This is an optimization exercise on Yosys and OpenROAD, whose aim is small area, a short achievable clock period and few clock cycles per item, not a production implementation.
Power figures rest on the tool's default switching activity, not on a simulated workload.

## red
==> flow/design.v <==
`timescale 1ns/1ps
module generic_regs
   #(
      parameter UDP_REG_SRC_WIDTH = 2,
      parameter TAG = 0,
      parameter REG_ADDR_WIDTH = 5,
      parameter NUM_SOFTWARE_REGS = 4
   )
   (
      input                                  reg_req_in,
      input                                  reg_ack_in,
      input                                  reg_rd_wr_L_in,
      input  [23-1:0]       reg_addr_in,
      input  [32-1:0]      reg_data_in,
      input  [UDP_REG_SRC_WIDTH-1:0]         reg_src_in,
      output reg                             reg_req_out,
      output reg                             reg_ack_out,
      output reg                             reg_rd_wr_L_out,
      output reg [23-1:0]   reg_addr_out,
      output reg [32-1:0]  reg_data_out,
      output reg [UDP_REG_SRC_WIDTH-1:0]     reg_src_out,
      output [32*NUM_SOFTWARE_REGS-1:0]      software_regs,
      output reg                             sw_access,
      output reg                             sw_done,
      input                                  clk,
      input                                  reset
   );
   reg [31:0] sw_reg [0:NUM_SOFTWARE_REGS-1];
   wire tag_match = reg_addr_in[23-1:REG_ADDR_WIDTH] == TAG;
   wire [REG_ADDR_WIDTH-1:0] offset = reg_addr_in[REG_ADDR_WIDTH-1:0];
   wire hit = reg_req_in && !reg_ack_in && tag_match && (offset < NUM_SOFTWARE_REGS);
   wire        wr_now = sw_access && !reg_rd_wr_L_out;
   wire [31:0] wdata  = reg_data_out & {32{!reset}};
   genvar g;
   generate
      for (g = 0; g < NUM_SOFTWARE_REGS; g = g + 1) begin : sw
         assign software_regs[32*g +: 32] = sw_reg[g];
         always @(posedge clk)
            if (reset || (wr_now && reg_addr_out[1:0] == g))
               sw_reg[g] <= wdata;
      end
   endgenerate
   always @(posedge clk) begin
      reg_rd_wr_L_out <= reg_rd_wr_L_in;
      reg_addr_out    <= reg_addr_in;
      reg_src_out     <= reg_src_in;
      reg_ack_out     <= reg_ack_in | hit;
      reg_data_out    <= (hit && reg_rd_wr_L_in) ? sw_reg[offset[1:0]] : reg_data_in;
   end
   always @(posedge clk) begin
      if (reset) begin
         reg_req_out <= 1'b0;
         sw_access   <= 1'b0;
         sw_done     <= 1'b0;
      end
      else begin
         reg_req_out <= reg_req_in;
         sw_access   <= hit;
         sw_done     <= sw_access;
      end
   end
endmodule
`timescale 1ns/1ps
module firewall
   #(
      parameter DATA_WIDTH = 64,
      parameter CTRL_WIDTH = DATA_WIDTH/8,
      parameter SRAM_ADDR_WIDTH = 19,
      parameter SRAM_DATA_WIDTH = DATA_WIDTH+CTRL_WIDTH,
      parameter UDP_REG_SRC_WIDTH = 2
   )
   (
      input  [DATA_WIDTH-1:0]             in_data,
      input  [CTRL_WIDTH-1:0]             in_ctrl,
      input                               in_wr,
      output                              in_rdy,
      output reg [DATA_WIDTH-1:0]         out_data,
      output reg [CTRL_WIDTH-1:0]         out_ctrl,
      output reg                          out_wr,
      input                               out_rdy,
      input                               reg_req_in,
      input                               reg_ack_in,
      input                               reg_rd_wr_L_in,
      input  [23-1:0]    reg_addr_in,
      input  [32-1:0]   reg_data_in,
      input  [UDP_REG_SRC_WIDTH-1:0]      reg_src_in,
      output                              reg_req_out,
      output                              reg_ack_out,
      output                              reg_rd_wr_L_out,
      output  [23-1:0]   reg_addr_out,
      output  [32-1:0]  reg_data_out,
      output  [UDP_REG_SRC_WIDTH-1:0]     reg_src_out,
      output reg                          sram_rd_req,
      output reg [SRAM_ADDR_WIDTH-1:0]    sram_rd_addr,
      input [DATA_WIDTH-1:0]              sram_rd_data,
      input                               sram_rd_ack,
      input                               sram_rd_vld,
      output reg                          sram_wr_req,
      output reg [SRAM_ADDR_WIDTH-1:0]    sram_wr_addr,
      output reg [DATA_WIDTH-1:0]         sram_wr_data,
      input                               sram_wr_ack,
      input                                reset,
      input                                clk
   );
   localparam W = DATA_WIDTH+CTRL_WIDTH;
   localparam TCP = 8'h06;
   wire [31:0] reg0, reg1, reg2, reg3;
   wire        sw_done;
   generic_regs
   #(
      .UDP_REG_SRC_WIDTH   (UDP_REG_SRC_WIDTH),
      .TAG                 (18'h00002),
      .REG_ADDR_WIDTH      (5),
      .NUM_SOFTWARE_REGS   (4)
   ) module_regs (
      .reg_req_in       (reg_req_in),
      .reg_ack_in       (reg_ack_in),
      .reg_rd_wr_L_in   (reg_rd_wr_L_in),
      .reg_addr_in      (reg_addr_in),
      .reg_data_in      (reg_data_in),
      .reg_src_in       (reg_src_in),
      .reg_req_out      (reg_req_out),
      .reg_ack_out      (reg_ack_out),
      .reg_rd_wr_L_out  (reg_rd_wr_L_out),
      .reg_addr_out     (reg_addr_out),
      .reg_data_out     (reg_data_out),
      .reg_src_out      (reg_src_out),
      .software_regs    ({reg3, reg2, reg1, reg0}),
      .sw_access        (),
      .sw_done          (sw_done),
      .clk              (clk),
      .reset            (reset)
    );
   always @(*) begin
      sram_wr_req  = sw_done;
      sram_wr_addr = 'h0;
      sram_wr_data = {reg0[15:0], reg1[15:0], reg2[15:0], reg3[15:0]};
   end
   reg [2:0]   wc;
   reg         ipv4, tcp;
   reg         rq;           
   reg [15:0]  dport;
   reg         dv, dd;       
   wire        tcp_now = ipv4 && in_data[7:0] == TCP;
   always @(*) begin
      sram_rd_req  = in_wr && rq;
      sram_rd_addr = 'h0;
   end
   wire match = sram_rd_data[15:0]  == dport || sram_rd_data[31:16] == dport ||
                sram_rd_data[47:32] == dport || sram_rd_data[63:48] == dport;
   wire        hdr_in = in_wr && wc == 3'd0 && in_ctrl == 8'hff;
   wire        w3_in  = in_wr && wc == 3'd3;
   wire        dv_n   = !hdr_in && (dv || (w3_in && !tcp_now) || sram_rd_vld);
   wire        dd_n   = w3_in ? 1'b0 : sram_rd_vld ? match : dd;
   always @(posedge clk) begin
      if (reset) begin
         wc <= 3'd0;
         dv <= 1'b0;
         rq <= 1'b0;
      end
      else begin
         dv <= dv_n;
         if (in_wr)
            rq <= wc == 3'd4 && tcp;
         if (in_wr)
            case (wc)
               3'd0: if (in_ctrl == 8'hff) wc <= 3'd1;
               3'd1: if (in_ctrl == 8'h00) wc <= 3'd2;
               3'd2: wc <= 3'd3;
               3'd3: wc <= 3'd4;
               3'd4: wc <= 3'd5;
               default: wc <= 3'd0;
            endcase
      end
   end
   always @(posedge clk) begin
      if (in_wr && wc == 3'd2)
         ipv4 <= in_data[31:16] == 16'h0800 && in_data[15:12] == 4'h4;
      if (w3_in)
         tcp <= tcp_now;
      if (in_wr && wc == 3'd5)
         dport <= in_data[31:16];
      dd <= dd_n;
   end
   reg [W-1:0] s0, s1, s2, s3, s4, s5, s6;
   reg [6:0]   v;
   reg         hd_drop;      
   reg         go, skip, free;
   wire        consume = skip || (go && out_rdy);
   wire [5:0]  en      = {6{consume}} | ~{&v[5:0], &v[4:0], &v[3:0], &v[2:0], &v[1:0], v[0]};
   assign in_rdy = free || (go && out_rdy);
   always @(*) begin
      {out_ctrl, out_data} = s0;
      out_wr = go && out_rdy;
   end
   wire [W-1:0] s0_n   = en[0] ? s1 : s0;
   wire [6:0]   v_n    = {in_wr || (v[6] && !en[5]), (en & v[6:1]) | (~en & v[5:0])};
   wire         hdr0   = s0[W-1:DATA_WIDTH] == 8'hff;
   wire         hdr0_n = s0_n[W-1:DATA_WIDTH] == 8'hff;
   wire         hd_drop_n = (consume && hdr0) ? dd : hd_drop;
   wire         ready0_n  = v_n[0] && (!hdr0_n || dv_n);
   wire         drop0_n   = hdr0_n ? dd_n : hd_drop_n;
   reg          m3, m4;
   wire         tcp6   = m3 && s6[7:0] == TCP;
   wire [16:0]  chksum = {1'b0, s6[63:48]} + 17'h100;
   wire [15:0]  chksum_cout = chksum[15:0] + {15'h0, chksum[16]};
   reg  [W-1:0] s6_mod;
   always @(*) begin
      s6_mod = s6;
      if (tcp6)
         s6_mod[15:8] = s6[15:8] - 8'h1;
      if (m4)
         s6_mod[63:48] = chksum_cout;
   end
   always @(posedge clk) begin
      if (in_wr) begin
         m3 <= wc == 3'd3 && ipv4;
         m4 <= wc == 3'd4 && tcp;
      end
   end
   always @(posedge clk) begin
      if (en[0]) s0 <= s1;
      if (en[1]) s1 <= s2;
      if (en[2]) s2 <= s3;
      if (en[3]) s3 <= s4;
      if (en[4]) s4 <= s5;
      if (en[5]) s5 <= s6_mod;
      if (in_wr) s6 <= {in_ctrl, in_data};
      hd_drop <= hd_drop_n;
   end
   always @(posedge clk) begin
      if (reset) begin
         v    <= 7'h0;
         go   <= 1'b0;
         skip <= 1'b0;
         free <= 1'b1;
      end
      else begin
         v    <= v_n;
         go   <= ready0_n && !drop0_n;
         skip <= ready0_n && drop0_n;
         free <= !v_n[6] || !(&v_n[5:0]) || (ready0_n && drop0_n);
      end
   end
endmodule
==> flow/config.mk <==
export PLATFORM = sky130hd
export DESIGN_NAME = firewall
export DESIGN_NICKNAME = firewall
export VERILOG_FILES = /design/flow/design.v
export SDC_FILE = /design/flow/constraint.sdc
export NUM_CORES = 4
export LEC_CHECK = 0
export CAP_MARGIN = 20
export CORE_MARGIN = 2
export CORE_UTILIZATION = 65
export PLACE_DENSITY = 0.75
export SETUP_SLACK_MARGIN = 2.8
export SLEW_MARGIN = 20
==> flow/constraint.sdc <==
create_clock -name core_clock -period 5.5 [get_ports {clk}]
set_input_delay 1.1000 -clock core_clock [delete_from_list [all_inputs] [get_ports {clk}]]
set_output_delay 1.1000 -clock core_clock [all_outputs]
set_load 0.01 [all_outputs]
standard.sh (not shown) runs the stock make flow with config.mk's settings and CLKGATE_MAP_FILE= SYNTH_SCRIPT=/design/flow/synth_recipe.tcl, a recipe that flattens the netlist after the stock synthesis.
==> flow/flow/run.sh <==
#!/bin/bash
# The standard layout (standard.sh: the standard flow's synthesis and ORFS flow, unchanged
# scripts) with two placement/CTS choices passed through ORFS variables:
#  - every input and output port still gets its own buffer, but a small
#    sky130_fd_sc_hd__buf_1 instead of the default clkdlybuf4s50_1 delay cell;
#  - clock tree synthesis without dummy loads.
# The whole make output goes to flow.log in this folder; ORFS's own per-step
# logs stay under orfs/logs/.
set -euo pipefail
cd "$(dirname "$0")/.."
export BUFFER_PORTS_ARGS="-buffer_cell sky130_fd_sc_hd__buf_1"
export CTS_ARGS="-sink_clustering_enable -repair_clock_nets -dont_use_dummy_load -buf_list sky130_fd_sc_hd__clkbuf_4 -sink_clustering_size 10 -sink_clustering_max_diameter 40"
bash standard.sh > flow.log 2>&1
> inputs changed (red -> blue)
--- a/flow/design.v
+++ b/flow/design.v
@@ -22,5 +22,4 @@
       output [32*NUM_SOFTWARE_REGS-1:0]      software_regs,
       output reg                             sw_access,
-      output reg                             sw_done,
       input                                  clk,
       input                                  reset
@@ -30,6 +29,5 @@
    wire [REG_ADDR_WIDTH-1:0] offset = reg_addr_in[REG_ADDR_WIDTH-1:0];
    wire hit = reg_req_in && !reg_ack_in && tag_match && (offset < NUM_SOFTWARE_REGS);
-   wire        wr_now = sw_access && !reg_rd_wr_L_out;
-   wire [31:0] wdata  = reg_data_out & {32{!reset}};
+   wire [31:0] wdata = reg_data_in & {32{!reset}};
    genvar g;
    generate
@@ -37,5 +35,5 @@
          assign software_regs[32*g +: 32] = sw_reg[g];
          always @(posedge clk)
-            if (reset || (wr_now && reg_addr_out[1:0] == g))
+            if (reset || (hit && !reg_rd_wr_L_in && offset == g))
                sw_reg[g] <= wdata;
       end
@@ -52,10 +50,8 @@
          reg_req_out <= 1'b0;
          sw_access   <= 1'b0;
-         sw_done     <= 1'b0;
       end
       else begin
          reg_req_out <= reg_req_in;
          sw_access   <= hit;
-         sw_done     <= sw_access;
       end
    end
@@ -106,5 +102,5 @@
    localparam TCP = 8'h06;
    wire [31:0] reg0, reg1, reg2, reg3;
-   wire        sw_done;
+   wire        sw_access;
    generic_regs
    #(
@@ -127,11 +123,10 @@
       .reg_src_out      (reg_src_out),
       .software_regs    ({reg3, reg2, reg1, reg0}),
-      .sw_access        (),
-      .sw_done          (sw_done),
+      .sw_access        (sw_access),
       .clk              (clk),
       .reset            (reset)
     );
    always @(*) begin
-      sram_wr_req  = sw_done;
+      sram_wr_req  = sw_access;
       sram_wr_addr = 'h0;
       sram_wr_data = {reg0[15:0], reg1[15:0], reg2[15:0], reg3[15:0]};
[summary]
- On overall die width, blue and red are neck and neck.
- red -> blue: cell-internal power flat
- On number of vias per cell, blue tracks red almost exactly.
- As far as number of cells on the worst hold path goes, red and blue are indistinguishable; the numbers are identical.
- red → blue: design area now sits higher, minimum period implied by the final worst setup slack now sits higher, count of mapped cells out of synthesis now sits higher, smallest setup slack after layout now sits lower, maximum vdd ir drop now sits lower.
- On fraction of power consumed by the clock network: between blue and red, it ends up higher for red.
No run of this note included a check of the RTL's function; only the layout flow was run.

[afterwards: timing with drivers on the ports]
In the flow no input, the clock included, has a driving cell. The finished layouts below were timed again as built, in two steps.
Step 1, drivers: a clkbuf_16 drives clk and a buf_2 each remaining input, both assumed.
Step 2, shift: input delay + t, output delay - t, t = (earliest + latest rising clock arrival at the registers) / 2. This alone moves slack from input paths to output paths.
Slacks: ideal / step 1 / step 2; pairs: ideal / step 1.
run | t (ns) | setup slack, ns | worst setup path after step 2 | cell pins on the clock port's net
red | 0.774 | 2.719 / 2.664 / 2.124 | input to register | 1
blue | 0.789 | 2.712 / 2.664 / 2.019 | input to register | 1
After both steps setup and hold are still met in every run listed. The setup slack of blue, which loses most, moves by -0.048 ns with the drivers and by -0.693 ns with both steps.
